Source: an optimization exercise on an open RTL-to-GDS flow (aim: small area and a short achievable clock period). Production flows keep margins and buffers that such runs may drop.
Function was checked by simulation only, so behaviour that the tests miss may differ from the original.
Power and IR drop assume default switching activity.

## main
// CPU
module CPU (
    input clk,
    input reset,
    output [15:0] pc,
    input [15:0] instr,
    output [15:0] alu_out,
    output mem_read,
    output mem_write,
    input [15:0] mem_data
);
For scale: ~390 flip-flops, ~68 I/O pins.
==> module ALU_PG, before the edit <==
module ALU_PG (
    input  [15:0] data1,
    input  [15:0] data2,
    input         sub,
    output [15:0] p,
    output [15:0] g
);
    wire [15:0] b = data2 ^ {16{sub}};
    assign p = (data1 ^ data2) ^ {16{sub}};
    assign g = {data1[15:1] & b[15:1], (data1[0] & b[0]) | (p[0] & sub)};
endmodule
==> module ALU, before the edit <==
module ALU (
    input  [15:0] p,
    input  [15:0] g,
    input         sub,
    output [15:0] sum,
    output [15:0] and_result,
    output [15:0] or_result
);
    wire [15:0] g1, p1, g2, p2, g3, p3, c;
    genvar i;
    generate
        for (i = 0; i < 16; i = i + 1) begin : l1
            if (i >= 1) begin
                assign g1[i] = g[i] | (p[i] & g[i-1]);
                assign p1[i] = p[i] & p[i-1];
            end else begin
                assign g1[i] = g[i];
                assign p1[i] = p[i];
            end
        end
        for (i = 0; i < 16; i = i + 1) begin : l2
            if (i >= 2) begin
                assign g2[i] = g1[i] | (p1[i] & g1[i-2]);
                assign p2[i] = p1[i] & p1[i-2];
            end else begin
                assign g2[i] = g1[i];
                assign p2[i] = p1[i];
            end
        end
        for (i = 0; i < 16; i = i + 1) begin : l3
            if (i >= 4) begin
                assign g3[i] = g2[i] | (p2[i] & g2[i-4]);
                assign p3[i] = p2[i] & p2[i-4];
            end else begin
                assign g3[i] = g2[i];
                assign p3[i] = p2[i];
            end
        end
        for (i = 0; i < 16; i = i + 1) begin : l4
            if (i >= 8)
                assign c[i] = g3[i] | (p3[i] & g3[i-8]);
            else
                assign c[i] = g3[i];
        end
    endgenerate
    assign sum = p ^ {c[14:0], sub};
    assign and_result = g;
    assign or_result  = p | g;
endmodule
==> module CPU, before the edit <==
module CPU (
    input clk,
    input reset,
    output [15:0] pc,
    input [15:0] instr,
    output [15:0] alu_out,
    output mem_read,
    output mem_write,
    input [15:0] mem_data
);
    wire stall;
    reg  [1:0] after_reset;
    wire       rf_clear = after_reset != 2'd3;
    wire       started  = after_reset != 2'd0;
    reg        ex_sel_sum, ex_sel_and, ex_sel_or, wb_hold;
    reg [15:0] pc_reg;
    reg        id_mem_read, id_mem_write, id_reg_write;
    reg [1:0]  id_alu_op;
    reg        id_sub;
    reg [3:0]  id_ra;
    reg [15:0] id_sel1, id_sel2;   
    reg [15:0] ex_p, ex_g;
    reg        ex_sub;
    reg        ex_mem_read, ex_reg_write;
    reg [3:0]  ex_rd;
    reg [15:0] wb_result;
    reg        wb_mem_read;
    reg [15:0] wb_we;        
    wire       dec_mem_read, dec_mem_write, dec_reg_write;
    wire [1:0] dec_alu_op;
    wire [15:0] next_sel1, next_sel2;
    wire [15:0] rf_data1, rf_data2, id_p, id_g, alu_sum, alu_and, alu_or;
    reg  [15:0] ex_we;
    Control_Unit cu (
        .opcode(instr[15:12]),
        .mem_read(dec_mem_read),
        .mem_write(dec_mem_write),
        .reg_write(dec_reg_write),
        .alu_op(dec_alu_op)
    );
    Hazard_Detection_Unit hdu (
        .clk(clk),
        .reset(reset),
        .id_mem_read(id_mem_read),
        .id_rd(id_ra),
        .instr(instr),
        .stall(stall)
    );
    always @(posedge clk or posedge reset) begin
        if (reset) begin
            after_reset  <= 2'd0;
            pc_reg       <= 16'b0;
            id_mem_read  <= 1'b0;
            id_mem_write <= 1'b0;
        end else begin
            if (rf_clear)
                after_reset <= after_reset + 2'd1;
            pc_reg <= pc_reg + {15'b0, ~stall};
            if (!stall) begin
                id_mem_read  <= dec_mem_read;
                id_mem_write <= dec_mem_write;
            end
        end
    end
    always @(posedge clk) begin
        id_reg_write <= dec_reg_write;
        id_alu_op    <= dec_alu_op;
        id_sub       <= dec_alu_op == 2'd1;
        id_ra        <= instr[11:8];
        id_sel1      <= next_sel1;
        id_sel2      <= next_sel2;
    end
    Register_File rf (
        .clk(clk),
        .clear(rf_clear),
        .next_reg1(instr[11:8]),
        .next_reg2(instr[7:4]),
        .read_sel1(id_sel1),
        .read_sel2(id_sel2),
        .write_en(wb_we),
        .write_data(wb_mem_read ? mem_data : wb_result),
        .next_sel1(next_sel1),
        .next_sel2(next_sel2),
        .reg_data1(rf_data1),
        .reg_data2(rf_data2)
    );
    ALU_PG alu_pg (
        .data1(rf_data1),
        .data2(rf_data2),
        .sub(id_sub),
        .p(id_p),
        .g(id_g)
    );
    always @(posedge clk) begin
        ex_p         <= id_p;
        ex_g         <= id_g;
        ex_sub       <= id_sub;
        ex_mem_read  <= id_mem_read;
        ex_reg_write <= id_reg_write;
        ex_rd        <= id_ra;
    end
    ALU alu (
        .p(ex_p),
        .g(ex_g),
        .sub(ex_sub),
        .sum(alu_sum),
        .and_result(alu_and),
        .or_result(alu_or)
    );
    integer i;
    always @(*)
        for (i = 0; i < 16; i = i + 1)
            ex_we[i] = ex_reg_write && ex_rd == i;
    always @(posedge clk or posedge reset) begin
        if (reset) begin
            ex_sel_sum   <= 1'b0;
            ex_sel_and   <= 1'b0;
            ex_sel_or    <= 1'b0;
            wb_hold      <= 1'b0;
            wb_result    <= 16'b0;
        end else begin
            ex_sel_sum   <= started & ~stall & ~id_alu_op[1];
            ex_sel_and   <= started & ~stall & (id_alu_op == 2'd2);
            ex_sel_or    <= started & ~stall & (id_alu_op == 2'd3);
            wb_hold      <= started & stall;
            wb_result    <= (alu_sum & {16{ex_sel_sum}}) | (alu_and & {16{ex_sel_and}})
                          | (alu_or & {16{ex_sel_or}}) | (wb_result & {16{wb_hold}});
        end
    end
    always @(posedge clk) begin
        wb_mem_read <= ex_mem_read;
        wb_we       <= ex_we;
    end
    assign pc       = pc_reg;
    assign alu_out  = wb_result;
    assign mem_read = id_mem_read;
    assign mem_write = id_mem_write;
endmodule
clock: 3.5 ns
lec_check: 0
cap_margin: 20
core_margin: 2
core_utilization: 60
cts_buf_list: sky130_fd_sc_hd__clkbuf_16
cts_cluster_diameter: 80
cts_cluster_size: 24
setup_slack_margin: 1.7
slew_margin: 20
tns_end_percent: 30
standard.sh (not shown) runs the stock make flow with config.mk's settings and CLKGATE_MAP_FILE= SYNTH_SCRIPT=/design/flow/synth_recipe.tcl, a recipe that flattens the netlist after the stock synthesis.
==> flow/flow/run.sh <==
#!/bin/bash
set -euo pipefail
bash standard.sh synth > synth.log 2>&1
bash standard.sh MATCH_CELL_FOOTPRINT=0 \
  "BUFFER_PORTS_ARGS=-buffer_cell sky130_fd_sc_hd__buf_2" \
  "CTS_ARGS=-sink_clustering_enable -repair_clock_nets -buf_list sky130_fd_sc_hd__clkbuf_16 -sink_clustering_size 24 -sink_clustering_max_diameter 80 -dont_use_dummy_load" \
  finish > layout.log 2>&1
Input changes introduced in the feature branch (baseline for comparison: main):
-- flow/design.v --
<<< main, line 3
    input  [15:0] data2,
    input         sub,
    output [15:0] p,
    output [15:0] g
);
    wire [15:0] b = data2 ^ {16{sub}};
    assign p = (data1 ^ data2) ^ {16{sub}};
    assign g = {data1[15:1] & b[15:1], (data1[0] & b[0]) | (p[0] & sub)};
endmodule
module ALU (
    input  [15:0] p,
    input  [15:0] g,
    input         sub,
    output [15:0] sum,
    output [15:0] and_result,
>>> the feature branch, line 3
    input  [15:0] data2,
    input         sub,
    output [15:0] t,
    output [15:0] g,
    output        sum0
);
    wire [15:0] b = data2 ^ {16{sub}};
    wire [15:0] gen = data1 & b;
    assign t    = data1 | b;
    assign g    = {gen[15:1], sub ? t[0] : gen[0]};
    assign sum0 = data1[0] ^ data2[0];
endmodule
module ALU (
    input  [15:0] t,
    input  [15:0] g,
    input         sum0,
    output [15:0] sum,
    output [15:0] and_result,
<<< main, line 23
        for (i = 0; i < 16; i = i + 1) begin : l1
            if (i >= 1) begin
                assign g1[i] = g[i] | (p[i] & g[i-1]);
                assign p1[i] = p[i] & p[i-1];
            end else begin
                assign g1[i] = g[i];
                assign p1[i] = p[i];
            end
        end
>>> the feature branch, line 26
        for (i = 0; i < 16; i = i + 1) begin : l1
            if (i >= 1) begin
                assign g1[i] = g[i] | (t[i] & g[i-1]);
                assign p1[i] = t[i] & t[i-1];
            end else begin
                assign g1[i] = g[i];
                assign p1[i] = t[i];
            end
        end
<<< main, line 55
        end
    endgenerate
    assign sum = p ^ {c[14:0], sub};
    assign and_result = g;
    assign or_result  = p | g;
endmodule
module Control_Unit (
>>> the feature branch, line 58
        end
    endgenerate
    wire [15:0] p = t & ~g;
    assign sum = {p[15:1] ^ c[14:0], sum0};
    assign and_result = g;
    assign or_result  = t;
endmodule
module Control_Unit (
<<< main, line 145
    reg [3:0]  id_ra;
    reg [15:0] id_sel1, id_sel2;   
    reg [15:0] ex_p, ex_g;
    reg        ex_sub;
    reg        ex_mem_read, ex_reg_write;
    reg [3:0]  ex_rd;
>>> the feature branch, line 149
    reg [3:0]  id_ra;
    reg [15:0] id_sel1, id_sel2;   
    reg [15:0] ex_t, ex_g;
    reg        ex_sum0;
    reg        ex_mem_read, ex_reg_write;
    reg [3:0]  ex_rd;
<<< main, line 155
    wire [1:0] dec_alu_op;
    wire [15:0] next_sel1, next_sel2;
    wire [15:0] rf_data1, rf_data2, id_p, id_g, alu_sum, alu_and, alu_or;
    reg  [15:0] ex_we;
    Control_Unit cu (
>>> the feature branch, line 159
    wire [1:0] dec_alu_op;
    wire [15:0] next_sel1, next_sel2;
    wire [15:0] rf_data1, rf_data2, id_t, id_g, alu_sum, alu_and, alu_or;
    wire        id_sum0;
    reg  [15:0] ex_we;
    Control_Unit cu (
<<< main, line 214
        .data2(rf_data2),
        .sub(id_sub),
        .p(id_p),
        .g(id_g)
    );
    always @(posedge clk) begin
        ex_p         <= id_p;
        ex_g         <= id_g;
        ex_sub       <= id_sub;
        ex_mem_read  <= id_mem_read;
        ex_reg_write <= id_reg_write;
>>> the feature branch, line 219
        .data2(rf_data2),
        .sub(id_sub),
        .t(id_t),
        .g(id_g),
        .sum0(id_sum0)
    );
    always @(posedge clk) begin
        ex_t         <= id_t;
        ex_g         <= id_g;
        ex_sum0      <= id_sum0;
        ex_mem_read  <= id_mem_read;
        ex_reg_write <= id_reg_write;
<<< main, line 226
    end
    ALU alu (
        .p(ex_p),
        .g(ex_g),
        .sub(ex_sub),
        .sum(alu_sum),
        .and_result(alu_and),
>>> the feature branch, line 232
    end
    ALU alu (
        .t(ex_t),
        .g(ex_g),
        .sum0(ex_sum0),
        .sum(alu_sum),
        .and_result(alu_and),
==> comparison <==
All of main and the feature branch finish clean.
main vs the feature branch, capturing instance or port of the critical path: rf.registers[9][15]$_DFFE_PP_ vs alu_out[5]
Total power: the feature branch below main
Diff main -> the feature branch: synthesized cell count neither gained nor lost much, total nets after synthesis comparable, cell count went down, share of total power in the clock network climbed 1.0 points, filler cell count saw an increase.
Design area, main and the feature branch: lower on the feature branch
Relative to main, first-iteration DRC count has increased by 201 in the feature branch.
From the feature branch to main, count of flip-flops with a built-in enable after synthesis did not move at all.
In the flow results for main and the feature branch, the core utilization is smaller on the feature branch.
After detailed routing, main needs less wire than the feature branch.
The feature branch and main ended up with roughly the same adder-cell area share of the yosys netlist.
Compared the feature branch vs main, and cell-internal power is down in the feature branch.
Against main, the feature branch comes in about 0.9% lower on power attributed to sequential cells.

[re-timing with driven ports]
Ports are ideal in the flow. The routed layouts listed here were re-timed in OpenROAD. Step 1 assumes that a clkbuf_16 drives the clock port and a buf_2 every other input. Step 2 moves the port delays by t, midway between the first and last clock arrival at a register: inputs arrive t later, outputs are due t later. That takes back most of the time a late clock gives input paths. Slacks: ideal ports / drivers / drivers and shift; pairs: ideal ports / drivers.
| run | t (ns) | setup slack, ns | latest minus earliest clock arrival (ns) |
|---|---|---|---|
| main | 0.564 | 1.622 / 1.597 / 1.332 | 0.046 / 0.046 |
| the feature branch | 0.584 | 1.669 / 1.613 / 1.696 | 0.048 / 0.048 |
After both steps setup and hold are still met in every run listed. For main, which loses most, drivers alone change the setup slack by -0.025 ns; drivers and shift together by -0.290 ns.
